Background: an optimization exercise with open tools, aiming at small area, a short achievable clock period and few clock cycles. Do not read the settings as production practice.
RTL that was checked went through simulation tests only; none was proved equivalent to the original.
For runs 3 and 4, only the layout was checked, not whether the RTL still works.
Power is estimated from default activity; no workload was simulated.

<file path="design.v">
module Conv(
  clk,
  rst_n,
  image_valid,
  filter_valid,
  in_data,
  out_valid,
  out_data
);
input clk,rst_n,image_valid,filter_valid;
input [2:0] in_data;
output [8:0] out_data;
output logic out_valid;
function automatic [5:0] m3(input [2:0] a, input [2:0] b);
  case ({a, b})
    6'd0: m3 = 6'd0;
    6'd1: m3 = 6'd0;
    6'd2: m3 = 6'd0;
    6'd3: m3 = 6'd0;
    6'd4: m3 = 6'd0;
    6'd5: m3 = 6'd0;
    6'd6: m3 = 6'd0;
    6'd7: m3 = 6'd0;
    6'd8: m3 = 6'd0;
    6'd9: m3 = 6'd1;
    6'd10: m3 = 6'd2;
    6'd11: m3 = 6'd3;
    6'd12: m3 = 6'd4;
    6'd13: m3 = 6'd5;
    6'd14: m3 = 6'd6;
    6'd15: m3 = 6'd7;
    6'd16: m3 = 6'd0;
    6'd17: m3 = 6'd2;
    6'd18: m3 = 6'd4;
    6'd19: m3 = 6'd6;
    6'd20: m3 = 6'd8;
    6'd21: m3 = 6'd10;
    6'd22: m3 = 6'd12;
    6'd23: m3 = 6'd14;
    6'd24: m3 = 6'd0;
    6'd25: m3 = 6'd3;
    6'd26: m3 = 6'd6;
    6'd27: m3 = 6'd9;
    6'd28: m3 = 6'd12;
    6'd29: m3 = 6'd15;
    6'd30: m3 = 6'd18;
    6'd31: m3 = 6'd21;
    6'd32: m3 = 6'd0;
    6'd33: m3 = 6'd4;
    6'd34: m3 = 6'd8;
    6'd35: m3 = 6'd12;
    6'd36: m3 = 6'd16;
    6'd37: m3 = 6'd20;
    6'd38: m3 = 6'd24;
    6'd39: m3 = 6'd28;
    6'd40: m3 = 6'd0;
    6'd41: m3 = 6'd5;
    6'd42: m3 = 6'd10;
    6'd43: m3 = 6'd15;
    6'd44: m3 = 6'd20;
    6'd45: m3 = 6'd25;
    6'd46: m3 = 6'd30;
    6'd47: m3 = 6'd35;
    6'd48: m3 = 6'd0;
    6'd49: m3 = 6'd6;
    6'd50: m3 = 6'd12;
    6'd51: m3 = 6'd18;
    6'd52: m3 = 6'd24;
    6'd53: m3 = 6'd30;
    6'd54: m3 = 6'd36;
    6'd55: m3 = 6'd42;
    6'd56: m3 = 6'd0;
    6'd57: m3 = 6'd7;
    6'd58: m3 = 6'd14;
    6'd59: m3 = 6'd21;
    6'd60: m3 = 6'd28;
    6'd61: m3 = 6'd35;
    6'd62: m3 = 6'd42;
    6'd63: m3 = 6'd49;
  endcase
endfunction
logic [2:0] f [0:8];     
logic [2:0] q [0:14];    
logic [5:0] cnt;         
logic [6:0] U1_s, U1_c;
logic [7:0] U2_s, U2_c;
logic [8:0] U3_s, U3_c;
logic [8:0] S_s, S_c;
logic [5:0] Z;           
logic [8:0] C;           
logic [8:0] M0, M1, M2;  
logic v0, v1;            
logic [5:0] pos1;        
wire u1_1, u1_2;
assign {u1_2, u1_1} = (f[0][0] & q[14][2]) + (f[0][1] & q[14][1]) + (f[0][2] & q[14][0]);
wire u1_3 = (f[0][1] & q[14][2]) ^ (f[0][2] & q[14][1]);
wire u1_4 = (f[0][1] & q[14][2]) & (f[0][2] & q[14][1]);
wire u1_5 = (f[0][0] & q[14][1]) ^ (f[0][1] & q[14][0]);
wire u1_6 = (f[0][0] & q[14][1]) & (f[0][1] & q[14][0]);
wire u1_7, u1_8;
assign {u1_8, u1_7} = (f[1][0] & q[13][2]) + (f[1][1] & q[13][1]) + (f[1][2] & q[13][0]);
wire u1_9, u1_10;
assign {u1_10, u1_9} = (f[1][1] & q[13][2]) + (f[1][2] & q[13][1]) + u1_3;
wire u1_11 = (f[0][2] & q[14][2]) ^ (f[1][2] & q[13][2]);
wire u1_12 = (f[0][2] & q[14][2]) & (f[1][2] & q[13][2]);
wire u1_13 = (f[1][0] & q[13][1]) ^ (f[1][1] & q[13][0]);
wire u1_14 = (f[1][0] & q[13][1]) & (f[1][1] & q[13][0]);
wire u1_15, u1_16;
assign {u1_16, u1_15} = u1_6 + u1_1 + u1_7;
wire u1_17, u1_18;
assign {u1_18, u1_17} = u1_2 + u1_8 + u1_9;
wire u1_19, u1_20;
assign {u1_20, u1_19} = u1_4 + u1_11 + u1_10;
wire [6:0] u1_a = {1'b0, u1_12, u1_18, u1_16, u1_14, u1_13, (f[0][0] & q[14][0])};
wire [6:0] u1_b = {1'b0, u1_20, u1_19, u1_17, u1_15, u1_5, (f[1][0] & q[13][0])};
wire u2_1, u2_2;
assign {u2_2, u2_1} = U1_c[2] + U1_s[2] + (f[2][0] & q[13][2]);
wire u2_3 = U1_c[3] ^ U1_s[3];
wire u2_4 = U1_c[3] & U1_s[3];
wire u2_5, u2_6;
assign {u2_6, u2_5} = U1_c[1] + U1_s[1] + (f[2][0] & q[13][1]);
wire u2_7, u2_8;
assign {u2_8, u2_7} = (f[2][1] & q[13][1]) + (f[2][2] & q[13][0]) + (f[3][0] & q[7][2]);
wire u2_9 = (f[3][1] & q[7][1]) ^ (f[3][2] & q[7][0]);
wire u2_10 = (f[3][1] & q[7][1]) & (f[3][2] & q[7][0]);
wire u2_11, u2_12;
assign {u2_12, u2_11} = (f[2][1] & q[13][2]) + (f[2][2] & q[13][1]) + (f[3][1] & q[7][2]);
wire u2_13, u2_14;
assign {u2_14, u2_13} = (f[3][2] & q[7][1]) + u2_3 + u2_2;
wire u2_15, u2_16;
assign {u2_16, u2_15} = U1_c[4] + U1_s[4] + (f[2][2] & q[13][2]);
wire u2_17 = (f[3][2] & q[7][2]) ^ u2_4;
wire u2_18 = (f[3][2] & q[7][2]) & u2_4;
wire u2_19 = U1_c[0] ^ U1_s[0];
wire u2_20 = U1_c[0] & U1_s[0];
wire u2_21, u2_22;
assign {u2_22, u2_21} = (f[2][1] & q[13][0]) + (f[3][0] & q[7][1]) + (f[3][1] & q[7][0]);
wire u2_23, u2_24;
assign {u2_24, u2_23} = u2_9 + u2_6 + u2_1;
wire u2_25, u2_26;
assign {u2_26, u2_25} = u2_10 + u2_8 + u2_11;
wire u2_27, u2_28;
assign {u2_28, u2_27} = u2_17 + u2_12 + u2_15;
wire u2_29, u2_30;
assign {u2_30, u2_29} = U1_c[5] + U1_s[5] + u2_18;
wire u2_31 = (f[2][0] & q[13][0]) ^ (f[3][0] & q[7][0]);
wire u2_32 = (f[2][0] & q[13][0]) & (f[3][0] & q[7][0]);
wire u2_33, u2_34;
assign {u2_34, u2_33} = u2_20 + u2_21 + u2_5;
wire u2_35, u2_36;
assign {u2_36, u2_35} = u2_22 + u2_7 + u2_23;
wire u2_37, u2_38;
assign {u2_38, u2_37} = u2_13 + u2_24 + u2_25;
wire u2_39, u2_40;
assign {u2_40, u2_39} = u2_14 + u2_26 + u2_27;
wire u2_41, u2_42;
assign {u2_42, u2_41} = u2_16 + u2_29 + u2_28;
wire u2_43, u2_44;
assign {u2_44, u2_43} = U1_c[6] + U1_s[6] + u2_30;
wire [7:0] u2_a = {u2_44, u2_43, u2_40, u2_38, u2_36, u2_34, u2_32, u2_19};
wire [7:0] u2_b = {1'b0, u2_42, u2_41, u2_39, u2_37, u2_35, u2_33, u2_31};
wire u3_1, u3_2;
assign {u3_2, u3_1} = U2_c[2] + U2_s[2] + (f[4][0] & q[7][2]);
wire u3_3 = U2_c[3] ^ U2_s[3];
wire u3_4 = U2_c[3] & U2_s[3];
wire u3_5, u3_6;
assign {u3_6, u3_5} = U2_c[1] + U2_s[1] + (f[4][0] & q[7][1]);
wire u3_7, u3_8;
assign {u3_8, u3_7} = (f[4][1] & q[7][1]) + (f[4][2] & q[7][0]) + (f[5][0] & q[6][2]);
wire u3_9 = (f[5][1] & q[6][1]) ^ (f[5][2] & q[6][0]);
wire u3_10 = (f[5][1] & q[6][1]) & (f[5][2] & q[6][0]);
wire u3_11, u3_12;
assign {u3_12, u3_11} = (f[4][1] & q[7][2]) + (f[4][2] & q[7][1]) + (f[5][1] & q[6][2]);
wire u3_13, u3_14;
assign {u3_14, u3_13} = (f[5][2] & q[6][1]) + u3_3 + u3_2;
wire u3_15, u3_16;
assign {u3_16, u3_15} = U2_c[4] + U2_s[4] + (f[4][2] & q[7][2]);
wire u3_17 = (f[5][2] & q[6][2]) ^ u3_4;
wire u3_18 = (f[5][2] & q[6][2]) & u3_4;
wire u3_19 = U2_c[0] ^ U2_s[0];
wire u3_20 = U2_c[0] & U2_s[0];
wire u3_21, u3_22;
assign {u3_22, u3_21} = (f[4][1] & q[7][0]) + (f[5][0] & q[6][1]) + (f[5][1] & q[6][0]);
wire u3_23, u3_24;
assign {u3_24, u3_23} = u3_9 + u3_6 + u3_1;
wire u3_25, u3_26;
assign {u3_26, u3_25} = u3_10 + u3_8 + u3_11;
wire u3_27, u3_28;
assign {u3_28, u3_27} = u3_17 + u3_12 + u3_15;
wire u3_29, u3_30;
assign {u3_30, u3_29} = U2_c[5] + U2_s[5] + u3_18;
wire u3_31 = (f[4][0] & q[7][0]) ^ (f[5][0] & q[6][0]);
wire u3_32 = (f[4][0] & q[7][0]) & (f[5][0] & q[6][0]);
wire u3_33, u3_34;
assign {u3_34, u3_33} = u3_20 + u3_21 + u3_5;
wire u3_35, u3_36;
assign {u3_36, u3_35} = u3_22 + u3_7 + u3_23;
wire u3_37, u3_38;
assign {u3_38, u3_37} = u3_13 + u3_24 + u3_25;
wire u3_39, u3_40;
assign {u3_40, u3_39} = u3_14 + u3_26 + u3_27;
wire u3_41, u3_42;
assign {u3_42, u3_41} = u3_16 + u3_29 + u3_28;
wire u3_43, u3_44;
assign {u3_44, u3_43} = U2_c[6] + U2_s[6] + u3_30;
wire u3_45 = U2_c[7] ^ U2_s[7];
wire u3_46 = U2_c[7] & U2_s[7];
wire [8:0] u3_a = {u3_46, u3_45, u3_43, u3_40, u3_38, u3_36, u3_34, u3_32, u3_19};
wire [8:0] u3_b = {1'b0, u3_44, u3_42, u3_41, u3_39, u3_37, u3_35, u3_33, u3_31};
wire s_1, s_2;
assign {s_2, s_1} = U3_c[2] + U3_s[2] + (f[6][0] & q[1][2]);
wire s_3 = U3_c[3] ^ U3_s[3];
wire s_4 = U3_c[3] & U3_s[3];
wire s_5, s_6;
assign {s_6, s_5} = U3_c[1] + U3_s[1] + (f[6][0] & q[1][1]);
wire s_7, s_8;
assign {s_8, s_7} = (f[6][1] & q[1][1]) + (f[6][2] & q[1][0]) + (f[7][0] & q[0][2]);
wire s_9 = (f[7][1] & q[0][1]) ^ (f[7][2] & q[0][0]);
wire s_10 = (f[7][1] & q[0][1]) & (f[7][2] & q[0][0]);
wire s_11, s_12;
assign {s_12, s_11} = (f[6][1] & q[1][2]) + (f[6][2] & q[1][1]) + (f[7][1] & q[0][2]);
wire s_13, s_14;
assign {s_14, s_13} = (f[7][2] & q[0][1]) + s_3 + s_2;
wire s_15, s_16;
assign {s_16, s_15} = U3_c[4] + U3_s[4] + (f[6][2] & q[1][2]);
wire s_17 = (f[7][2] & q[0][2]) ^ s_4;
wire s_18 = (f[7][2] & q[0][2]) & s_4;
wire s_19 = U3_c[0] ^ U3_s[0];
wire s_20 = U3_c[0] & U3_s[0];
wire s_21, s_22;
assign {s_22, s_21} = (f[6][1] & q[1][0]) + (f[7][0] & q[0][1]) + (f[7][1] & q[0][0]);
wire s_23, s_24;
assign {s_24, s_23} = s_9 + s_6 + s_1;
wire s_25, s_26;
assign {s_26, s_25} = s_10 + s_8 + s_11;
wire s_27, s_28;
assign {s_28, s_27} = s_17 + s_12 + s_15;
wire s_29, s_30;
assign {s_30, s_29} = U3_c[5] + U3_s[5] + s_18;
wire s_31 = (f[6][0] & q[1][0]) ^ (f[7][0] & q[0][0]);
wire s_32 = (f[6][0] & q[1][0]) & (f[7][0] & q[0][0]);
wire s_33, s_34;
assign {s_34, s_33} = s_20 + s_21 + s_5;
wire s_35, s_36;
assign {s_36, s_35} = s_22 + s_7 + s_23;
wire s_37, s_38;
assign {s_38, s_37} = s_13 + s_24 + s_25;
wire s_39, s_40;
assign {s_40, s_39} = s_14 + s_26 + s_27;
wire s_41, s_42;
assign {s_42, s_41} = s_16 + s_29 + s_28;
wire s_43, s_44;
assign {s_44, s_43} = U3_c[6] + U3_s[6] + s_30;
wire s_45 = U3_c[7] ^ U3_s[7];
wire s_46 = U3_c[7] & U3_s[7];
wire s_47 = U3_c[8] ^ U3_s[8];
wire s_48 = U3_c[8] & U3_s[8];
wire [8:0] s_a = {s_46, s_45, s_43, s_40, s_38, s_36, s_34, s_32, s_19};
wire [8:0] s_b = {s_47, s_44, s_42, s_41, s_39, s_37, s_35, s_33, s_31};
wire c_1 = S_c[0] ^ S_s[0];
wire c_2 = S_c[0] & S_s[0];
wire c_3, c_4;
assign {c_4, c_3} = S_c[1] + S_s[1] + Z[1];
wire c_5, c_6;
assign {c_6, c_5} = S_c[2] + S_s[2] + Z[2];
wire c_7, c_8;
assign {c_8, c_7} = S_c[3] + S_s[3] + Z[3];
wire c_9, c_10;
assign {c_10, c_9} = S_c[4] + S_s[4] + Z[4];
wire c_11, c_12;
assign {c_12, c_11} = S_c[5] + S_s[5] + Z[5];
wire c_13 = S_c[6] ^ S_s[6];
wire c_14 = S_c[6] & S_s[6];
wire c_15 = S_c[7] ^ S_s[7];
wire c_16 = S_c[7] & S_s[7];
wire c_17 = S_c[8] ^ S_s[8];
wire c_18 = S_c[8] & S_s[8];
wire [8:0] c_a = {c_16, c_14, c_13, c_10, c_8, c_6, c_4, c_2, Z[0]};
wire [8:0] c_b = {c_17, c_15, c_12, c_11, c_9, c_7, c_5, c_3, c_1};
wire csum_g0_0 = c_a[0] & c_b[0];
wire csum_p0_0 = c_a[0] ^ c_b[0];
wire csum_g0_1 = c_a[1] & c_b[1];
wire csum_p0_1 = c_a[1] ^ c_b[1];
wire csum_g0_2 = c_a[2] & c_b[2];
wire csum_p0_2 = c_a[2] ^ c_b[2];
wire csum_g0_3 = c_a[3] & c_b[3];
wire csum_p0_3 = c_a[3] ^ c_b[3];
wire csum_g0_4 = c_a[4] & c_b[4];
wire csum_p0_4 = c_a[4] ^ c_b[4];
wire csum_g0_5 = c_a[5] & c_b[5];
wire csum_p0_5 = c_a[5] ^ c_b[5];
wire csum_g0_6 = c_a[6] & c_b[6];
wire csum_p0_6 = c_a[6] ^ c_b[6];
wire csum_g0_7 = c_a[7] & c_b[7];
wire csum_p0_7 = c_a[7] ^ c_b[7];
wire csum_g0_8 = c_a[8] & c_b[8];
wire csum_p0_8 = c_a[8] ^ c_b[8];
wire csum_g1_1 = csum_g0_1 | (csum_p0_1 & csum_g0_0);
wire csum_g1_2 = csum_g0_2 | (csum_p0_2 & csum_g0_1);
wire csum_p1_2 = csum_p0_2 & csum_p0_1;
wire csum_g1_3 = csum_g0_3 | (csum_p0_3 & csum_g0_2);
wire csum_p1_3 = csum_p0_3 & csum_p0_2;
wire csum_g1_4 = csum_g0_4 | (csum_p0_4 & csum_g0_3);
wire csum_p1_4 = csum_p0_4 & csum_p0_3;
wire csum_g1_5 = csum_g0_5 | (csum_p0_5 & csum_g0_4);
wire csum_p1_5 = csum_p0_5 & csum_p0_4;
wire csum_g1_6 = csum_g0_6 | (csum_p0_6 & csum_g0_5);
wire csum_p1_6 = csum_p0_6 & csum_p0_5;
wire csum_g1_7 = csum_g0_7 | (csum_p0_7 & csum_g0_6);
wire csum_p1_7 = csum_p0_7 & csum_p0_6;
wire csum_g1_8 = csum_g0_8 | (csum_p0_8 & csum_g0_7);
wire csum_p1_8 = csum_p0_8 & csum_p0_7;
wire csum_g2_2 = csum_g1_2 | (csum_p1_2 & csum_g0_0);
wire csum_g2_3 = csum_g1_3 | (csum_p1_3 & csum_g1_1);
wire csum_g2_4 = csum_g1_4 | (csum_p1_4 & csum_g1_2);
wire csum_p2_4 = csum_p1_4 & csum_p1_2;
wire csum_g2_5 = csum_g1_5 | (csum_p1_5 & csum_g1_3);
wire csum_p2_5 = csum_p1_5 & csum_p1_3;
wire csum_g2_6 = csum_g1_6 | (csum_p1_6 & csum_g1_4);
wire csum_p2_6 = csum_p1_6 & csum_p1_4;
wire csum_g2_7 = csum_g1_7 | (csum_p1_7 & csum_g1_5);
wire csum_p2_7 = csum_p1_7 & csum_p1_5;
wire csum_g2_8 = csum_g1_8 | (csum_p1_8 & csum_g1_6);
wire csum_p2_8 = csum_p1_8 & csum_p1_6;
wire csum_g3_4 = csum_g2_4 | (csum_p2_4 & csum_g0_0);
wire csum_g3_5 = csum_g2_5 | (csum_p2_5 & csum_g1_1);
wire csum_g3_6 = csum_g2_6 | (csum_p2_6 & csum_g2_2);
wire csum_g3_7 = csum_g2_7 | (csum_p2_7 & csum_g2_3);
wire csum_g3_8 = csum_g2_8 | (csum_p2_8 & csum_g2_4);
wire csum_p3_8 = csum_p2_8 & csum_p2_4;
wire csum_g4_8 = csum_g3_8 | (csum_p3_8 & csum_g0_0);
wire [8:0] csum = {(csum_p0_8 ^ csum_g3_7), (csum_p0_7 ^ csum_g3_6), (csum_p0_6 ^ csum_g3_5), (csum_p0_5 ^ csum_g3_4), (csum_p0_4 ^ csum_g2_3), (csum_p0_3 ^ csum_g2_2), (csum_p0_2 ^ csum_g1_1), (csum_p0_1 ^ csum_g0_0), csum_p0_0};
always_ff @(posedge clk) begin
  if (filter_valid) begin
    for (int k = 0; k < 8; k++) f[k] <= f[k+1];
    f[8] <= in_data;
  end
  if (image_valid) begin
    q[0] <= in_data;
    for (int k = 1; k < 15; k++) q[k] <= q[k-1];
    U1_s <= u1_a;
    U1_c <= u1_b;
    U2_s <= u2_a;
    U2_c <= u2_b;
    U3_s <= u3_a;
    U3_c <= u3_b;
    S_s <= s_a;
    S_c <= s_b;
  end
  Z <= m3(f[8], in_data);
  C <= csum;
  pos1 <= cnt;
end
wire [2:0] cc = pos1[2:0];
wire codd  = ~cc[0];                            
wire rodd  = pos1[3] ^ (cc == 3'd0);            
wire first = ~rodd & ~codd;
wire last  = rodd & codd;
logic [8:0] mx;
always_comb mx = (C > M0) ? C : M0;
always_ff @(posedge clk) begin
  if (v1) begin
    if (codd) begin
      M0 <= M1;
      M1 <= M2;
      M2 <= mx;
    end else begin
      M0 <= first ? C : mx;
    end
  end
end
assign out_data = M2;
wire [2:0] row = cnt[5:3];
wire [2:0] col = cnt[2:0];
always_ff @(posedge clk or negedge rst_n) begin
  if (!rst_n) begin
    cnt <= 0;
    v0 <= 0;
    v1 <= 0;
    out_valid <= 0;
  end else begin
    if (image_valid) cnt <= cnt + 1;
    v0 <= image_valid & (row[2] | row[1]) & (col[2] | col[1]);
    v1 <= v0;
    out_valid <= v1 & last;
  end
end
endmodule
</file>
<file path="run.sh">
#!/bin/bash
# synth_recipe.tcl (not shown) runs the flow's synth.tcl, then flattens the netlist and writes it again
# the make line also repeats each setting of config.mk as NAME=value (left out here)
make -C /OpenROAD-flow-scripts/flow DESIGN_CONFIG=/design/flow/config.mk WORK_HOME=/design/flow/orfs CLKGATE_MAP_FILE= SYNTH_SCRIPT=/design/flow/synth_recipe.tcl finish
</file>
<file path="config.mk">
export PLATFORM = sky130hd
export DESIGN_NAME = Conv
export DESIGN_NICKNAME = Conv
export VERILOG_FILES = /design/flow/design.v
export SDC_FILE = /design/flow/constraint.sdc
export NUM_CORES = 4
export LEC_CHECK = 0
export CAP_MARGIN = 20
export CORE_MARGIN = 2
export CORE_UTILIZATION = 70
export CTS_BUF_LIST = sky130_fd_sc_hd__clkbuf_8
export CTS_CLUSTER_DIAMETER = 100
export CTS_CLUSTER_SIZE = 40
export SETUP_SLACK_MARGIN = 3.9
export SLEW_MARGIN = 20
export TNS_END_PERCENT = 100
</file>
<file path="constraint.sdc">
create_clock -name core_clock -period 6.0 [get_ports {clk}]
set_input_delay 1.2000 -clock core_clock [delete_from_list [all_inputs] [get_ports {clk}]]
set_output_delay 1.2000 -clock core_clock [all_outputs]
set_load 0.01 [all_outputs]
</file>
==> results of run 1 <==
-- area by class of cell --
cell class / instances / area, sq um
Clock inverter: 15 / 161
Sequential cell: 184 / 5290
Clock buffer: 17 / 234
Timing Repair Buffer: 62 / 497
Inverter: 98 / 372
Tap cell: 168 / 210
Fill cell: 617 / 1940
Multi-Input combinational cell: 321 / 3450
-- cells in the final DEF, fill, tap and decap left out, types with 7 or more instances in the layout --
master and count:
sky130_fd_sc_hd__fa_2 18, sky130_fd_sc_hd__fa_1 44, sky130_fd_sc_hd__buf_4 33, sky130_fd_sc_hd__and2_4 9
sky130_fd_sc_hd__and2_1 40, sky130_fd_sc_hd__nand2_1 37, sky130_fd_sc_hd__clkbuf_8 17, sky130_fd_sc_hd__o21ai_2 7
sky130_fd_sc_hd__dfxtp_1 18, sky130_fd_sc_hd__nor2_1 12, sky130_fd_sc_hd__inv_2 17, sky130_fd_sc_hd__dfrtp_1 9
sky130_fd_sc_hd__buf_6 13, sky130_fd_sc_hd__inv_1 80, sky130_fd_sc_hd__edfxtp_1 156, sky130_fd_sc_hd__a21o_1 7
sky130_fd_sc_hd__buf_2 10, sky130_fd_sc_hd__ha_1 37, sky130_fd_sc_hd__a21oi_1 8, sky130_fd_sc_hd__xnor2_1 9
-- what timing repair did --
item / CTS / global route
pin swaps: 37 / 23
hold buffers: 0 / 0
cloned: 1 / 0
endpoints found under the setup margin: 119 / 122
resized for setup: 83 / 56
buffers inserted: 29 / 14
-- metrics by stage --
step / util (%) / total power [mW]
finish: 84.0 / 4.63
global route: 84.0 / 4.92
CTS: 81.9 / 4.36
detailed placement: 76.3 / 3.37
global placement: 76.3 / 3.29
floorplan: - / 3.00
-- cells by family (layout without fill, tap and decap cells) --
| family | count (synthesis) | in the layout |
|---|---|---|
| flops | 184 | 184 |
| mux | 7 | 7 |
| simple gates | 130 | 131 |
| xor+xnor | 14 | 14 |
| compound gates | 63 | 63 |
| buf+inv | 105 | 192 |
| fa+ha+maj | 106 | 106 |
-- layer usage --
layer  vias up  GRT usage (%)
li1       2224              -
met1      2455           31.8
met2       140           42.8
met3        39           5.19
met4         0           9.52
met5         -              0
-- power groups by stage --
stage	combinational, mW	clock, mW	sequential [mW]
5_1_grt	2.01	0.881	2.03
6_report	1.81	0.823	1.99
3_5_place_dp	1.37	0	2.00
4_1_cts	1.55	0.829	1.98
2_1_floorplan	1.07	0	1.93
3_3_place_gp	1.30	0	1.99
-- sequential cells by signal, summed over array words and instances, names as in the netlist, 8 cells and up --
name	cells
M0	9
f	27
U3_c	8
M1	9
S_s	8
q	45
M2	9
S_c	8
C	9
-- worst max-delay path by stage --
| stage | startpoint | to | depth (start not counted) |
|---|---|---|---|
| finish | q[13][2] | U2_c[4] | 6 |
| global route | q[13][2] | U2_c[5] | 6 |
| CTS | q[13][2] | U2_c[4] | 6 |
| detailed placement | in_data[0] | Z[4] | 8 |
| global placement | in_data[0] | Z[4] | 8 |
| floorplan | q[7][2] | U3_c[5] | 6 |
==> run summary, run 1 <==
=================================================================================
Met2 Routed Length ................................................. 8330 microns
Buf+Inv Stages, Crit Path ..........................................            2
Run status ......................................................... finished clean
Clock Skews ........................................................      11.3 ps
Total Die Area .....................................................  13500 sq um
Sequential cell area fraction in the yosys report ..................        60.0%
Count of distinct cell types in the synthesized netlist ............           41
DRT iter0 DRCs .....................................................          434
Final-report setup violation count .................................            0
Boundary Pins ......................................................           17
Vias in the first global route .....................................         5089
Commonest register cell after synthesis ............................ sky130_fd_sc_hd__edfxtp_1
Synthesized-area fraction occupied by and/or/nand/nor cells ........        7.70%
Hold Path End ......................................................           v1
Maximum fanout count along the critical path .......................            5
Count of max-cap constraint violations .............................            0
GPL Wtd Cong .......................................................        0.803
Post-Synthesis Net Count ...........................................          722
Hold Startpoint ....................................................           v0
Final non-filler cell total ........................................          865
Number of cells on the worst reg-to-reg path .......................            6
Synth top cells by count ........................................... sky130_fd_sc_hd__edfxtp_1 (156), sky130_fd_sc_hd__inv_1 (98), sky130_fd_sc_hd__fa_1 (62)
Critical path launch point type ....................................     register
Adder-cell share of the synthesized area ...........................        20.3%
WHS ................................................................       359 ps
Number of H-tree levels ............................................            4
Maximum clock frequency ............................................      408 MHz
Wire length of the first global-routing pass ....................... 24600 microns
Cells taking the most area after synthesis ......................... sky130_fd_sc_hd__edfxtp_1 (53%), sky130_fd_sc_hd__fa_1 (14%), sky130_fd_sc_hd__ha_1 (6.2%), sky130_fd_sc_hd__dfxtp_1 (4.3%), sky130_fd_sc_hd__inv_1 (4.2%)
Number of synthesized flops with an enable pin .....................          156
Worst path max stage delay .........................................       520 ps
Multiplexer area fraction after synthesis ..........................        1.09%
Accumulated negative setup slack ...................................         0 ps
Number of clock buffers inserted by TritonCTS ......................           17
Number of hold violations in the final report ......................            0
Final net count ....................................................          797
CP Class ...........................................................   reg -> reg
Post-placement cell count ..........................................          789
Clock period minus final worst setup slack .........................      2450 ps
Hold Path Cell Cnt .................................................            0
Required time worst endpoint .......................................      6230 ps
Cell type group with the largest total delay on the critical path ..  adder cells
Setup slack at placement ...........................................      2910 ps
Sequential power share .............................................        43.1%
Gate count after technology mapping ................................          609
Setup repair after global routing missed its margin ................          yes
Power density over the cells .......................................  453 nW/um^2
Critical path, cell by cell ........................................ and2_4, fa_1, inv_2, fa_1, inv_1, fa_2
Largest net degree at the start of global routing ..................           61
Ys Warns ...........................................................            3
Initial DRT Pass Iterations ........................................            5
Final Max Tran Viols ...............................................            0
Total global routing track utilization .............................        24.9%
DP HPWL ............................................................ 9910 microns
X dimension of the die .............................................  116 microns
Slowest-stage cell, CP ............................................. sky130_fd_sc_hd__edfxtp_1
Clock sink count ...................................................          184
Final period util ..................................................        40.8%
Routed vias ........................................................         4858
Standard cell core area ............................................  12200 sq um
Number of antenna diodes ...........................................            0
Cell with the most instances after synthesis ....................... sky130_fd_sc_hd__edfxtp_1
DR WL met3 .........................................................  851 microns
TritonCTS clock tree ...............................................         done
Post-Route M1 WL ................................................... 6400 microns
Worst slew slack as a fraction of its limit ........................        49.9%
Clock latency of the later-clocked register in the worst-skew pair .       470 ps
Mean post-synth cell area ..........................................   14.5 sq um
Synth Area in XOR/XNOR .............................................        1.39%
PortBufs ...........................................................           16
Finished layout cell area ..........................................  10200 sq um
Part of the power in combinational logic ...........................        39.1%
Initial core utilization ...........................................        72.4%
DR top layer .......................................................         met4
Crit. End Element ..................................................     register
Internal Dissipation ...............................................      3.01 mW
Async set or reset register ratio after synthesis ..................        4.89%
Detail-routed via count per cell ...................................         5.62
Worst hold path type ...............................................   reg -> reg
Number of storage elements in the synthesis netlist ................          184
Initial antenna violation count ....................................            0
Clock network fraction of design power .............................        17.8%
Remaining Overflow, GRT ............................................            0
Reg clk slew, reported paths .......................................       100 ps
Peak supply drop ...................................................   0.000231 V
Routed wire length ................................................. 16100 microns
Library cell used as clock root buffer ............................. sky130_fd_sc_hd__clkbuf_8
Yosys top cell area share ..........................................        53.2%
Capturing point of the worst reg2reg path ..........................      U2_c[4]
Proportion of layout cells with a drive suffix above 1 .............        27.0%
Number of buffers on the longest clock path ........................            2
Placement Rows .....................................................           40
Worst Tran Pin Value ...............................................       751 ps
Switching fraction of total power ..................................        34.9%
Final worst-path setup slack .......................................      3550 ps
Detail Route Antenna Nets ..........................................            0
Post-route DRC .....................................................            0
Total placed instance area .........................................   9270 sq um
Routed wire per std cell ........................................... 18.6 microns
Net switching power ................................................      1.61 mW
Layout overhead on the synthesized area ............................        16.0%
Critical path data arrival time ....................................      2680 ps
Cell taking the most area after synthesis .......................... sky130_fd_sc_hd__edfxtp_1
Share of the synthesized area in compound gates (AO/OA/AOI/OAI) ....        4.94%
Most frequent cell on the critical path ............................ sky130_fd_sc_hd__fa_1
Vertical extent of the die .........................................  116 microns
R2R Setup Slk ......................................................      3550 ps
Reg-to-Reg Start ...................................................     q[13][2]
Mapped cell area ...................................................   8810 sq um
Dominant combinational cell family by area after synthesis .........  adder cells
Cell leakage power .................................................      4.20 nW
=================================================================================
Testbench counts, summed over its fixed seeds: cycles 9,600.
==> inputs of run 2 (changes only) <==
--- a/config.mk
+++ b/config.mk
@@ -13,4 +13,3 @@
 export CTS_CLUSTER_SIZE = 40
-export SETUP_SLACK_MARGIN = 3.9
+export SETUP_SLACK_MARGIN = 3.5
 export SLEW_MARGIN = 20
-export TNS_END_PERCENT = 100
==> run 2 against run 1 <==
Clock power shrank 9.6%. Largest cell class unchanged. First-iteration DRC count down 23%. Highest routed layer unchanged. Synthesized cell count stayed put. Worst hold slack gained 9.0 ps. Die area is the same. Area after synthesis unchanged. Cell count fell by 3.8%. Routed wire length fell by 11%. Sequential cell count unchanged. Still clean on timing, DRC and antenna. Via count fell by 4.7%. Clock skew is 6.8 ps higher. Power shrank 12%.
==> run summary, run 2 <==
=====================================================================================
Detail Route Antenna Nets ..............................................            0   unchanged
Count of max-cap constraint violations .................................            0   unchanged
Number of antenna diodes ...............................................            0   unchanged
Gate count after technology mapping ....................................          609   unchanged
Max reg flops ..........................................................           45   unchanged
Most frequent cell on the critical path ................................ sky130_fd_sc_hd__nand2_1
X dimension of the die .................................................  116 microns   unchanged
Count of distinct cell types in the synthesized netlist ................           41   unchanged
Peak supply drop .......................................................   0.000260 V   +13%
Initial antenna violation count ........................................            0   unchanged
Cell leakage power .....................................................      4.02 nW   -4.3%
Cell taking the most area after synthesis .............................. sky130_fd_sc_hd__edfxtp_1
Mapped cell area .......................................................   8810 sq um   unchanged
Number of hold buffers added after CTS .................................            0   unchanged
Maximum clock frequency ................................................      389 MHz   -4.6%
GPL Wtd Cong ...........................................................        0.832   +3.6%
Multiplexer area fraction after synthesis ..............................        1.09%   unchanged
Total global routing track utilization .................................        23.3%   -1.6 points
Layout overhead on the synthesized area ................................        9.20%
Most frequent standard cell in the layout excluding fill and tap cells . sky130_fd_sc_hd__edfxtp_1
Post-route DRC .........................................................            0   unchanged
Vertical extent of the die .............................................  116 microns   unchanged
Proportion of layout cells with a drive suffix above 1 .................        9.79%   -17 points
Initial DRT Pass Iterations ............................................            5   unchanged
Ys Warns ...............................................................            3   unchanged
Slowest-stage cell, CP ................................................. sky130_fd_sc_hd__clkdlybuf4s50_1
Remaining Overflow, GRT ................................................            0   unchanged
Worst hold path type ...................................................   reg -> reg
Async set or reset register ratio after synthesis ......................        4.89%   unchanged
Library cell used as clock root buffer ................................. sky130_fd_sc_hd__clkbuf_8
Final-report setup violation count .....................................            0   unchanged
Number of hold violations in the final report ..........................            0   unchanged
Clock period minus final worst setup slack .............................      2570 ps   +119 ps
Vias in the first global route .........................................         4873   -4.2%
Post-Synthesis Net Count ...............................................          722   unchanged
Routed wire per std cell ............................................... 17.3 microns   -7.0%
Initial core utilization ...............................................        72.4%   unchanged
Largest net degree at the start of global routing ......................           70   +15%
Number of clock buffers inserted by TritonCTS ..........................           17   unchanged
Largest reg by FF count ................................................            q
Required time worst endpoint ...........................................      6330 ps   +100 ps
Mean post-synth cell area ..............................................   14.5 sq um   unchanged
Total Die Area .........................................................  13500 sq um   unchanged
Critical path, cell by cell ............................................ clkdlybuf4s50_1, nand2_1, a211oi_1, a21oi_1, nand2_1, o31ai_1
Run status ............................................................. finished clean
Yosys top cell area share ..............................................        53.2%   unchanged
Setup repair after global routing missed its margin ....................          yes
Routed vias ............................................................         4629   -4.7%
Leading cell types in the layout, fill and taps excluded ............... sky130_fd_sc_hd__edfxtp_1 (156), sky130_fd_sc_hd__inv_1 (97), sky130_fd_sc_hd__fa_1 (61)
Cell with the most instances after synthesis ........................... sky130_fd_sc_hd__edfxtp_1
Crit. End Element ......................................................     register
Largest regs ........................................................... q x45, f x27
Sequential cell area fraction in the yosys report ......................        60.0%   unchanged
PortBufs ...............................................................           16   unchanged
Wire length of the first global-routing pass ........................... 23200 microns   -5.9%
Number of synthesized flops with an enable pin .........................          156   unchanged
Finished layout cell area ..............................................   9620 sq um   -5.9%
TritonCTS clock tree ...................................................         done
Number of H-tree levels ................................................            4   unchanged
Clock sink count .......................................................          184   unchanged
Placement Rows .........................................................           40   unchanged
Reg clk slew, reported paths ...........................................        90 ps   about the same
Critical path launch point type ........................................ primary input
Detail-routed via count per cell .......................................         5.56   -0.93%
Synthesized-area fraction occupied by and/or/nand/nor cells ............        7.70%   unchanged
Number of storage elements in the synthesis netlist ....................          184   unchanged
Worst slew slack as a fraction of its limit ............................        56.4%   +6.5 points
Clock Skews ............................................................      18.1 ps   +6.79 ps
Adder-cell share of the synthesized area ...............................        20.3%   unchanged
Count of fill cells added during filler insertion ......................          729   +18%
Boundary Pins ..........................................................           17   unchanged
Routed wire length ..................................................... 14400 microns   -11%
Critical path data arrival time ........................................      2900 ps   +220 ps
Accumulated negative setup slack .......................................         0 ps   unchanged
Commonest register cell after synthesis ................................ sky130_fd_sc_hd__edfxtp_1
Synth top cells by count ............................................... sky130_fd_sc_hd__edfxtp_1 (156), sky130_fd_sc_hd__inv_1 (98), sky130_fd_sc_hd__fa_1 (62)
CP Class ...............................................................    in -> reg
DRT iter0 DRCs .........................................................          335   -23%
Area taken by multi-input logic gates ..................................   3150 sq um   -8.8%
Sequential cell area ...................................................   5290 sq um   about the same
Final period util ......................................................        42.8%   +2.0 points
Total placed instance area .............................................   9170 sq um   -1.1%
Synth Area in XOR/XNOR .................................................        1.39%   unchanged
Number of buffers on the longest clock path ............................            2   unchanged
DP HPWL ................................................................ 9880 microns   -0.25%
Clock latency of the later-clocked register in the worst-skew pair .....       460 ps   about the same
Dominant combinational cell family by area after synthesis .............  adder cells
Power density over the cells ...........................................  422 nW/um^2   -6.7%
Final net count ........................................................          764   -4.1%
Standard cell core area ................................................  12200 sq um   unchanged
Share of the synthesized area in compound gates (AO/OA/AOI/OAI) ........        4.94%   unchanged
Worst Tran Pin Value ...................................................       649 ps   -102 ps
Final Max Tran Viols ...................................................            0   unchanged
Cells taking the most area after synthesis ............................. sky130_fd_sc_hd__edfxtp_1 (53%), sky130_fd_sc_hd__fa_1 (14%), sky130_fd_sc_hd__ha_1 (6.2%), sky130_fd_sc_hd__dfxtp_1 (4.3%), sky130_fd_sc_hd__inv_1 (4.2%)
Maximum fanout count along the critical path ...........................           14   +9
Worst path max stage delay .............................................       820 ps   +300 ps
=====================================================================================
==> run 2: cell counts after synthesis <==
Identical to the previous run, type by type.
==> run 2: routing by layer <==
| metal | vias to the layer above | share of wire (%) | GRT usage (%) |
|---|---|---|---|
| met1 | 2349 | 43 | 30.0 |
| met3 | 26 | 3.7 | 5.81 |
| met2 | 107 | 51 | 39.0 |
| met5 | - | 0 | 0 |
| li1 | 2147 | - | - |
| met4 | 0 | 1.5 | 8.97 |
==> run 2: path summary, 6_finish.rpt <==
kind	startpoint	endpoint	slack (ps)	cells after the start
setup reg to reg	q[13][2]	U2_c[4]	3500	6
setup / recovery	in_data[2]	Z[3]	3430	6
min in group asynchronous	rst_n	out_valid	1020	1
hold reg to reg	v0	v1	370	0
max in group asynchronous	rst_n	cnt[2]	4710	1
hold / removal	v0	v1	370	0
==> run 2: timing repair <==
action                                 in CTS  in global routing
cloned                                      0                  1
setup endpoints to repair                  23                 16
pin swaps                                   4                  9
buffers inserted                            3                  7
gates resized for setup                    15                  8
endpoints found under the hold margin       0                  0
==> run 2: critical path: cells and delay by family <==
kind,cells,cell delay (ps)
simple gates,2,370
buf+inv,1,820
compound gates,3,500
==> run 2: through the flow <==
stage               instances  power (mW)  setup slack (ps)  hold WS, ps  utilization, %
floorplan                 609        2.96              3620          331               -
global placement          789        3.25              2970          333            75.4
detailed placement        789        3.33              2820          351            75.4
CTS                       824        4.07              3390          372            78.5
global route              832        4.37              3450          377            79.1
finish                    832        4.06              3430          368            79.1
==> run 2: final cells by class <==
class / count / share of cell area, %
well taps: 168 / 2.18
inverters: 98 / 3.82
repair buffers: 29 / 2.59
multi-input cells: 321 / 32.7
clock buffers: 20 / 2.86
flip-flops and latches: 184 / 55.0
clock inverters: 12 / 0.806
==> run 2: logic make-up (layout without fill, tap and decap cells) <==
| kind of cell | after synthesis | after routing |
|---|---|---|
| AND/OR/NAND/NOR | 130 | 131 |
| XOR/XNOR | 14 | 14 |
| AO/OA/AOI/OAI | 63 | 63 |
| adder cells (fa/ha/maj) | 106 | 106 |
| buffers and inverters | 105 | 159 |
| multiplexers | 7 | 7 |
| flip-flops | 184 | 184 |
==> run 2: where the power goes <==
part | switching, mW | internal [mW]
registers | 0.197 | 1.78
logic | 0.711 | 0.636
clock network | 0.425 | 0.319
==> inputs of run 3 (changes only) <==
--- a/design.v
+++ b/design.v
@@ -92,3 +92,3 @@
 logic v0, v1;            
-logic [5:0] pos1;        
+logic codd, first, last;  
 wire u1_1, u1_2;
@@ -332,2 +332,4 @@
 wire [8:0] csum = {(csum_p0_8 ^ csum_g3_7), (csum_p0_7 ^ csum_g3_6), (csum_p0_6 ^ csum_g3_5), (csum_p0_5 ^ csum_g3_4), (csum_p0_4 ^ csum_g2_3), (csum_p0_3 ^ csum_g2_2), (csum_p0_2 ^ csum_g1_1), (csum_p0_1 ^ csum_g0_0), csum_p0_0};
+wire [2:0] cc = cnt[2:0];
+wire rodd = cnt[3] ^ (cc == 3'd0);
 always_ff @(posedge clk) begin
@@ -351,11 +353,9 @@
   C <= csum;
-  pos1 <= cnt;
+  codd  <= ~cc[0];
+  first <= ~rodd & cc[0];
+  last  <= rodd & ~cc[0];
 end
-wire [2:0] cc = pos1[2:0];
-wire codd  = ~cc[0];                            
-wire rodd  = pos1[3] ^ (cc == 3'd0);            
-wire first = ~rodd & ~codd;
-wire last  = rodd & codd;
 logic [8:0] mx;
-always_comb mx = (C > M0) ? C : M0;
+wire gt = C > M0;
+always_comb mx = gt ? C : M0;
 always_ff @(posedge clk) begin
@@ -366,4 +366,4 @@
       M2 <= mx;
-    end else begin
-      M0 <= first ? C : mx;
+    end else if (first || gt) begin
+      M0 <= C;
     end
==> run 3 against run 2 <==
Critical path type is now reg -> reg. Final area is 0.48% lower. Critical path depth stayed put. Global-route usage hardly changed. Combinational power is 9% lower. Setup slack better by 87 ps. Sequential power is 3% lower. Routed wire length is 5.4% lower. Register-to-register slack better by 20 ps. Highest routed layer unchanged. Utilization is 0.055 points lower.
==> run summary, run 3 <==
=====================================================================================
Run status ............................................................. finished clean
Clock latency of the later-clocked register in the worst-skew pair .....       460 ps   about the same
Critical path launch point type ........................................     register
Accumulated negative setup slack .......................................         0 ps   unchanged
Hold Path Cell Cnt .....................................................            0   unchanged
Total Die Area .........................................................  13400 sq um   -0.91%
Routed vias ............................................................         4388   -5.2%
Largest regs ........................................................... q x45, f x27
Number of clock buffers inserted by TritonCTS ..........................           17   unchanged
Count of max-cap constraint violations .................................            0   unchanged
Setup repair after global routing missed its margin ....................          yes
Worst path max stage delay .............................................       520 ps   -300 ps
Routed wire per std cell ............................................... 16.7 microns   -3.3%
Leading cell types in the layout, fill and taps excluded ............... sky130_fd_sc_hd__edfxtp_1 (156), sky130_fd_sc_hd__inv_1 (95), sky130_fd_sc_hd__fa_1 (61)
Adder-cell share of the synthesized area ...............................        20.7%   +0.34 points
Sequential cell area fraction in the yosys report ......................        60.4%   +0.34 points
Synth Area in XOR/XNOR .................................................        1.41%   +0.013 points
Critical path data arrival time ........................................      2690 ps   -210 ps
Crit. End Element ......................................................     register
Placement Rows .........................................................           40   unchanged
Peak supply drop .......................................................   0.000282 V   +8.6%
Final Max Tran Viols ...................................................            0   unchanged
Maximum fanout count along the critical path ...........................            4   -10
Maximum clock frequency ................................................      403 MHz   +3.5%
Cell with the most instances after synthesis ........................... sky130_fd_sc_hd__edfxtp_1
Worst hold path type ...................................................   reg -> reg
Slowest-stage cell, CP ................................................. sky130_fd_sc_hd__fa_1
Post-route DRC .........................................................            0   unchanged
Power density over the cells ...........................................  410 nW/um^2   -3.0%
Mean post-synth cell area ..............................................   14.9 sq um   +2.8%
Mapped cell area .......................................................   8730 sq um   -0.94%
Number of hold violations in the final report ..........................            0   unchanged
GPL Wtd Cong ...........................................................        0.807   -3.0%
Yosys top cell area share ..............................................        53.7%   +0.50 points
Cell taking the most area after synthesis .............................. sky130_fd_sc_hd__edfxtp_1
Gate count after technology mapping ....................................          587   -3.6%
Remaining Overflow, GRT ................................................            0   unchanged
Ys Warns ...............................................................            3   unchanged
Vias in the first global route .........................................         4641   -4.8%
X dimension of the die .................................................  116 microns   -0.46%
Largest reg by FF count ................................................            q
Critical path, cell by cell ............................................ and2_4, fa_1, inv_1, fa_1, inv_1, fa_1
Number of H-tree levels ................................................            4   unchanged
Reg-to-Reg Start .......................................................     q[13][2]
Most frequent cell on the critical path ................................ sky130_fd_sc_hd__fa_1
Boundary Pins ..........................................................           17   unchanged
Dominant combinational cell family by area after synthesis .............  adder cells
Synthesized-area fraction occupied by and/or/nand/nor cells ............        7.50%   -0.20 points
Worst Tran Pin Value ...................................................       816 ps   +167 ps
Number of storage elements in the synthesis netlist ....................          183   -0.54%
Cell leakage power .....................................................      3.96 nW   -1.4%
Async set or reset register ratio after synthesis ......................        4.92%   +0.027 points
Clock period minus final worst setup slack .............................      2480 ps   -86.9 ps
Largest net degree at the start of global routing ......................           64   -8.6%
PortBufs ...............................................................           16   unchanged
Vertical extent of the die .............................................  116 microns   -0.46%
Number of antenna diodes ...............................................            0   unchanged
Most frequent standard cell in the layout excluding fill and tap cells . sky130_fd_sc_hd__edfxtp_1
TritonCTS clock tree ...................................................         done
Capturing point of the worst reg2reg path ..............................      U2_c[4]
Detail Route Antenna Nets ..............................................            0   unchanged
Initial DRT Pass Iterations ............................................            6   +1
Reg clk slew, reported paths ...........................................        90 ps   about the same
Number of hold buffers added after CTS .................................            0   unchanged
Post-Synthesis Net Count ...............................................          701   -2.9%
Share of the synthesized area in compound gates (AO/OA/AOI/OAI) ........        2.78%   -2.2 points
Multiplexer area fraction after synthesis ..............................        2.88%   +1.8 points
R2R Setup Slk ..........................................................      3520 ps   +20 ps
Initial antenna violation count ........................................            0   unchanged
Number of buffers on the longest clock path ............................            2   unchanged
Final period util ......................................................        41.4%   -1.4 points
Final net count ........................................................          747   -2.2%
Final worst-path setup slack ...........................................      3520 ps   +86.9 ps
Standard cell core area ................................................  12100 sq um   -0.41%
Number of cells on the worst reg-to-reg path ...........................            6   unchanged
CP Class ...............................................................   reg -> reg
DP HPWL ................................................................ 9630 microns   -2.6%
Clock Skews ............................................................      14.0 ps   -4.11 ps
Worst slew slack as a fraction of its limit ............................        45.6%   -11 points
Count of distinct cell types in the synthesized netlist ................           40   -2.4%
Wire length of the first global-routing pass ........................... 22800 microns   -1.6%
Proportion of layout cells with a drive suffix above 1 .................        12.2%   +2.4 points
Total global routing track utilization .................................        23.3%   -0.030 points
Library cell used as clock root buffer ................................. sky130_fd_sc_hd__clkbuf_8
Setup slack at placement ...............................................      2900 ps   +83.6 ps
Cells taking the most area after synthesis ............................. sky130_fd_sc_hd__edfxtp_1 (54%), sky130_fd_sc_hd__fa_1 (14%), sky130_fd_sc_hd__ha_1 (6.5%), sky130_fd_sc_hd__inv_1 (4.2%), sky130_fd_sc_hd__dfxtp_1 (4.1%)
Synth top cells by count ............................................... sky130_fd_sc_hd__edfxtp_1 (156), sky130_fd_sc_hd__inv_1 (97), sky130_fd_sc_hd__fa_1 (62)
Max reg flops ..........................................................           45   unchanged
Layout overhead on the synthesized area ................................        9.71%
Required time worst endpoint ...........................................      6210 ps   -120 ps
Initial core utilization ...............................................        72.1%   -0.38 points
Clock sink count .......................................................          183   -0.54%
Number of synthesized flops with an enable pin .........................          156   unchanged
Hold Path End ..........................................................           v1
Routed wire length ..................................................... 13600 microns   -5.4%
Commonest register cell after synthesis ................................ sky130_fd_sc_hd__edfxtp_1
Detail-routed via count per cell .......................................         5.39   -3.1%
Hold Startpoint ........................................................           v0
Final-report setup violation count .....................................            0   unchanged
DRT iter0 DRCs .........................................................          249   -26%
=====================================================================================
==> run 3: area by class of cell <==
cell class / instances / area [sq um]
multi-input cells: 303 / 3100
well taps: 168 / 210
clock inverters: 15 / 144
repair buffers: 31 / 255
inverters: 97 / 364
flip-flops and latches: 183 / 5270
fillers: 728 / 2540
clock buffers: 17 / 234
==> run 3: through the flow <==
step	utilization (%)	power [mW]	area, sq um	cells	hold slack [ps]
after floorplan	-	2.82	8730	587	331
after global placement	75.1	3.11	9100	770	332
after detailed placement	75.1	3.19	9100	770	347
after CTS	78.7	3.96	9530	810	367
after global routing	79.0	4.22	9570	814	369
final	79.0	3.92	9570	814	363
==> run 3: timing repair <==
item,in CTS,in global routing
endpoints found under the setup margin,19,14
gates resized for setup,14,8
buffers inserted,8,4
pin swaps,2,7
==> run 3: logic make-up after synthesis <==
kind of cell	Yosys count
XOR/XNOR	14
adder cells (fa/ha/maj)	107
AO/OA/AOI/OAI	35
multiplexers	23
AND/OR/NAND/NOR	124
flip-flops	183
buffers and inverters	101
==> run 3: metal layers <==
layer | routed length [microns] | part of all wire [%] | global-route usage (%) | vias up
met5 | 0 | 0 | 0 | -
met1 | 5780 | 42 | 30.4 | 2198
li1 | - | - | - | 2063
met2 | 6890 | 51 | 38.3 | 100
met3 | 651 | 4.8 | 6.07 | 27
met4 | 276 | 2.0 | 8.73 | 0
==> run 3: where the power goes <==
group          internal, mW  leakage, nW  total (mW)  switching, mW
logic                 0.580         1.98        1.23          0.651
clock network         0.338        0.188       0.784          0.446
registers              1.75         1.79        1.91          0.162
total                  2.66         3.96        3.92           1.26
==> run 3: worst max-delay path by stage <==
| stage | start | endpoint | cells past startpoint |
|---|---|---|---|
| floorplan | q[7][2] | U3_c[4] | 6 |
| detailed placement | in_data[1] | Z[3] | 8 |
| CTS | q[13][2] | U2_c[4] | 6 |
| finish | q[13][2] | U2_c[4] | 6 |
| global route | q[13][2] | U2_c[4] | 6 |
| global placement | in_data[1] | Z[3] | 8 |
==> run 3: critical path: cells and delay by family (launching register included) <==
| kind | cells | cell delay (ps) |
|---|---|---|
| fa+ha+maj | 3 | 1430 |
| flops | 1 | 490 |
| simple gates | 1 | 190 |
| buf+inv | 2 | 110 |
==> inputs of run 4 (changes only) <==
--- a/config.mk
+++ b/config.mk
@@ -9,6 +9,6 @@
 export CORE_MARGIN = 2
-export CORE_UTILIZATION = 70
-export CTS_BUF_LIST = sky130_fd_sc_hd__clkbuf_8
-export CTS_CLUSTER_DIAMETER = 100
-export CTS_CLUSTER_SIZE = 40
+export CORE_UTILIZATION = 75
+export CTS_BUF_LIST = sky130_fd_sc_hd__clkbuf_4 sky130_fd_sc_hd__clkbuf_8
+export CTS_CLUSTER_DIAMETER = 50
+export CTS_CLUSTER_SIZE = 20
 export SETUP_SLACK_MARGIN = 3.5
==> run 4 against run 3 <==
Still clean. Clock skew is 5.0 ps lower. Synthesized cell count stayed put. Global-route usage is 3.0 points higher. Area after synthesis stayed put. Utilization is 4.5 points higher. Sequential cell count stayed put. Combinational power is 6% higher. Worst hold slack worse by 3.5 ps. Power is 1.7% higher. Sequential power hardly changed. Cell count is 3.6% lower. Largest power group unchanged.
==> run summary, run 4 <==
=====================================================================================
Run status ............................................................. finished clean
Clock latency of the later-clocked register in the worst-skew pair .....       450 ps   about the same
Final period util ......................................................        41.5%   +0.13 points
Clock period minus final worst setup slack .............................      2490 ps   +7.71 ps
Final net count ........................................................          744   -0.40%
Yosys top cell area share ..............................................        53.7%   unchanged
Reg-to-Reg Start .......................................................      f[4][2]
Number of clock buffers inserted by TritonCTS ..........................           17   unchanged
DR top layer ...........................................................         met4
Post-route DRC .........................................................            0   unchanged
Critical path data arrival time ........................................      2690 ps   about the same
Initial DRT Pass Iterations ............................................            5   -1
Proportion of layout cells with a drive suffix above 1 .................        11.4%   -0.86 points
Area taken by multi-input logic gates ..................................   3090 sq um   -0.20%
Number of cells on the worst reg-to-reg path ...........................            6   unchanged
Vias in the first global route .........................................         4899   +5.6%
Detail Route Antenna Nets ..............................................            0   unchanged
Leading cell types in the layout, fill and taps excluded ............... sky130_fd_sc_hd__edfxtp_1 (156), sky130_fd_sc_hd__inv_1 (93), sky130_fd_sc_hd__fa_1 (61)
Placement Rows .........................................................           39   -2.5%
Worst Tran Pin Value ...................................................       865 ps   +48.3 ps
X dimension of the die .................................................  112 microns   -3.3%
Routed wire per std cell ............................................... 18.9 microns   +13%
Required time worst endpoint ...........................................      6200 ps   about the same
GPL Wtd Cong ...........................................................        0.840   +4.1%
Largest reg by FF count ................................................            q
Number of hold buffers added after CTS .................................            0   unchanged
Critical path launch point type ........................................     register
Sequential cell area ...................................................   5270 sq um   unchanged
Post-Route M1 WL ....................................................... 5980 microns   +3.5%
Number of hold violations in the final report ..........................            0   unchanged
Mapped cell area .......................................................   8730 sq um   unchanged
Post-Synthesis Net Count ...............................................          701   unchanged
Async set or reset register ratio after synthesis ......................        4.92%   unchanged
Wire length of the first global-routing pass ........................... 24700 microns   +8.2%
Peak supply drop .......................................................   0.000540 V   +91%
Count of fill cells added during filler insertion ......................          556   -24%
Synth top cells by count ............................................... sky130_fd_sc_hd__edfxtp_1 (156), sky130_fd_sc_hd__inv_1 (97), sky130_fd_sc_hd__fa_1 (62)
Accumulated negative setup slack .......................................         0 ps   unchanged
Met2 Routed Length ..................................................... 7850 microns   +14%
Setup repair after global routing missed its margin ....................          yes
Detail-routed via count per cell .......................................         5.72   +6.2%
Power density over the cells ...........................................  420 nW/um^2   +2.5%
DRT iter0 DRCs .........................................................          269   +8.0%
Routed vias ............................................................         4492   +2.4%
Mean post-synth cell area ..............................................   14.9 sq um   unchanged
Worst hold path type ...................................................   reg -> reg
Cells taking the most area after synthesis ............................. sky130_fd_sc_hd__edfxtp_1 (54%), sky130_fd_sc_hd__fa_1 (14%), sky130_fd_sc_hd__ha_1 (6.5%), sky130_fd_sc_hd__inv_1 (4.2%), sky130_fd_sc_hd__dfxtp_1 (4.1%)
Standard cell core area ................................................  11400 sq um   -6.1%
Final core utilization .................................................        83.6%   +4.5 points
Reg clk slew, reported paths ...........................................        90 ps   about the same
Hold Path Cell Cnt .....................................................            0   unchanged
Clock sink count .......................................................          183   unchanged
Count of distinct cell types in the synthesized netlist ................           40   unchanged
PortBufs ...............................................................           16   unchanged
Count of max-cap constraint violations .................................            0   unchanged
Gate count after technology mapping ....................................          587   unchanged
Total global routing track utilization .................................        26.3%   +3.0 points
Number of antenna diodes ...............................................            0   unchanged
Layout overhead on the synthesized area ................................        8.90%
R2R Setup Slk ..........................................................      3510 ps   about the same
Vertical extent of the die .............................................  112 microns   -3.3%
CP Class ...............................................................   reg -> reg
Max reg flops ..........................................................           45   unchanged
Initial core utilization ...............................................        76.8%   +4.7 points
Cell leakage power .....................................................      3.95 nW   -0.32%
Boundary Pins ..........................................................           17   unchanged
TritonCTS clock tree ...................................................         done
Remaining Overflow, GRT ................................................            0   unchanged
Cell with the most instances after synthesis ........................... sky130_fd_sc_hd__edfxtp_1
Largest regs ........................................................... q x45, f x27
Final Max Tran Viols ...................................................            0   unchanged
Most frequent standard cell in the layout excluding fill and tap cells . sky130_fd_sc_hd__edfxtp_1
Number of synthesized flops with an enable pin .........................          156   unchanged
Maximum fanout count along the critical path ...........................            4   unchanged
DR WL met3 .............................................................  706 microns   +8.4%
Final-report setup violation count .....................................            0   unchanged
Clock Skews ............................................................      8.99 ps   -4.97 ps
Number of storage elements in the synthesis netlist ....................          183   unchanged
Worst slew slack as a fraction of its limit ............................        42.3%   -3.2 points
Setup crit end .........................................................      U3_c[4]
DP HPWL ................................................................ 10300 microns   +6.5%
Routed wire length ..................................................... 14800 microns   +8.9%
Capturing point of the worst reg2reg path ..............................      U3_c[4]
Setup crit start .......................................................      f[4][2]
Ys Warns ...............................................................            3   unchanged
Commonest register cell after synthesis ................................ sky130_fd_sc_hd__edfxtp_1
Cell taking the most area after synthesis .............................. sky130_fd_sc_hd__edfxtp_1
Sequential cell area fraction in the yosys report ......................        60.4%   unchanged
Library cell used as clock root buffer ................................. sky130_fd_sc_hd__clkbuf_8
Crit. End Element ......................................................     register
Maximum clock frequency ................................................      402 MHz   -0.31%
Total Die Area .........................................................  12500 sq um   -6.4%
Largest net degree at the start of global routing ......................           64   unchanged
Number of buffers on the longest clock path ............................            2   unchanged
Initial antenna violation count ........................................            0   unchanged
Number of H-tree levels ................................................            4   unchanged
=====================================================================================
-- run 4: changes by cell type in the layout (fill, tap and decap cells not counted), moves of 3 or more --
cell	change
sky130_fd_sc_hd__clkinv_2	+3
sky130_fd_sc_hd__buf_4	-4
sky130_fd_sc_hd__clkinv_4	-3
sky130_fd_sc_hd__clkbuf_4	+3
sky130_fd_sc_hd__inv_6	-5
-- run 4: metrics by stage --
stage	instances	power, mW	hold WS (ps)	worst slack (ps)	instance area [sq um]
6_report	785	3.99	359	3510	9500
2_1_floorplan	587	2.82	331	3610	8730
5_1_grt	785	4.27	364	3440	9500
3_5_place_dp	745	3.23	341	2920	9070
3_3_place_gp	745	3.12	332	3000	9070
4_1_cts	779	4.01	362	3490	9450
-- run 4: worst min-delay path by stage --
stage	start	end	slack [ps]
final	v0	v1	360
after global placement	v0	v1	330
after detailed placement	v0	v1	340
after global routing	v0	v1	360
after CTS	v0	v1	360
after floorplan	v0	v1	330
-- run 4: kinds of logic after synthesis --
logic type      Yosys count  synth area share (%)
compound gates           35                  2.78
xor+xnor                 14                  1.41
fa+ha+maj               107                  20.7
buf+inv                 101                  4.37
flops                   183                  60.4
mux                      23                  2.88
simple gates            124                  7.50
-- run 4: area by class of cell --
cell class	count	share of cell area [%]
flip-flops and latches	183	55.5
multi-input cells	303	32.5
well taps	143	1.88
inverters	97	3.83
repair buffers	28	2.49
clock inverters	11	1.13
clock buffers	20	2.70
-- run 4: critical path, stage by stage (launching register included) --
cell and delay [ps]:
sky130_fd_sc_hd__edfxtp_1 450, sky130_fd_sc_hd__and2_4 200, sky130_fd_sc_hd__fa_1 530, sky130_fd_sc_hd__inv_2 50, sky130_fd_sc_hd__fa_2 540, sky130_fd_sc_hd__inv_2 40, sky130_fd_sc_hd__fa_1 440
-- run 4: power by group --
group          switching [mW]  leakage [nW]  internal, mW
clock network           0.403         0.189         0.375
logic                   0.701          1.97         0.596
registers               0.169          1.79          1.75
-- run 4: layer usage --
layer  up-vias  track usage [%]
li1       2055                -
met1      2282             34.4
met2       133             44.0
met3        22             6.04
met4         0             9.63
met5         -                0
-- run 4: timing repair --
| action | CTS | global route |
|---|---|---|
| setup buffers | 3 | 6 |
| setup endpoints to repair | 18 | 19 |
| gates resized for setup | 15 | 9 |
| pin swaps | 6 | 11 |

## what the ideal ports hide
The results above use ideal ports. As a check the final layouts listed here were re-extracted and re-timed, cells and wires unchanged. Step 1 assumes that a clkbuf_16 drives the clock port and a buf_2 every other input. Step 2 moves the port delays by t, midway between the first and last clock arrival at a register: inputs arrive t later, outputs are due t later. That takes back most of the time a late clock gives input paths. Slacks: ideal / step 1 / step 2; pairs: ideal / step 1.
| run | shift t [ns] | setup slack, ns | hold slack, ns | worst slew at a driven data input, ns | cell pins on the clock port's net |
|---|---|---|---|---|---|
| run 1 | 0.503 | 3.551 / 3.551 / 3.481 | 0.359 / 0.359 / 0.359 | 0.04 | 1 |
| run 2 | 0.486 | 3.432 / 3.440 / 2.954 | 0.368 / 0.368 / 0.368 | 0.03 | 1 |
| run 3 | 0.492 | 3.519 / 3.519 / 3.128 | 0.363 / 0.363 / 0.363 | 0.03 | 1 |
| run 4 | 0.481 | 3.511 / 3.511 / 3.150 | 0.359 / 0.359 / 0.359 | 0.03 | 1 |
After both steps setup and hold are still met in every run listed. The setup slack of run 2, which loses most, moves by +0.008 ns with the drivers and by -0.478 ns with both steps.
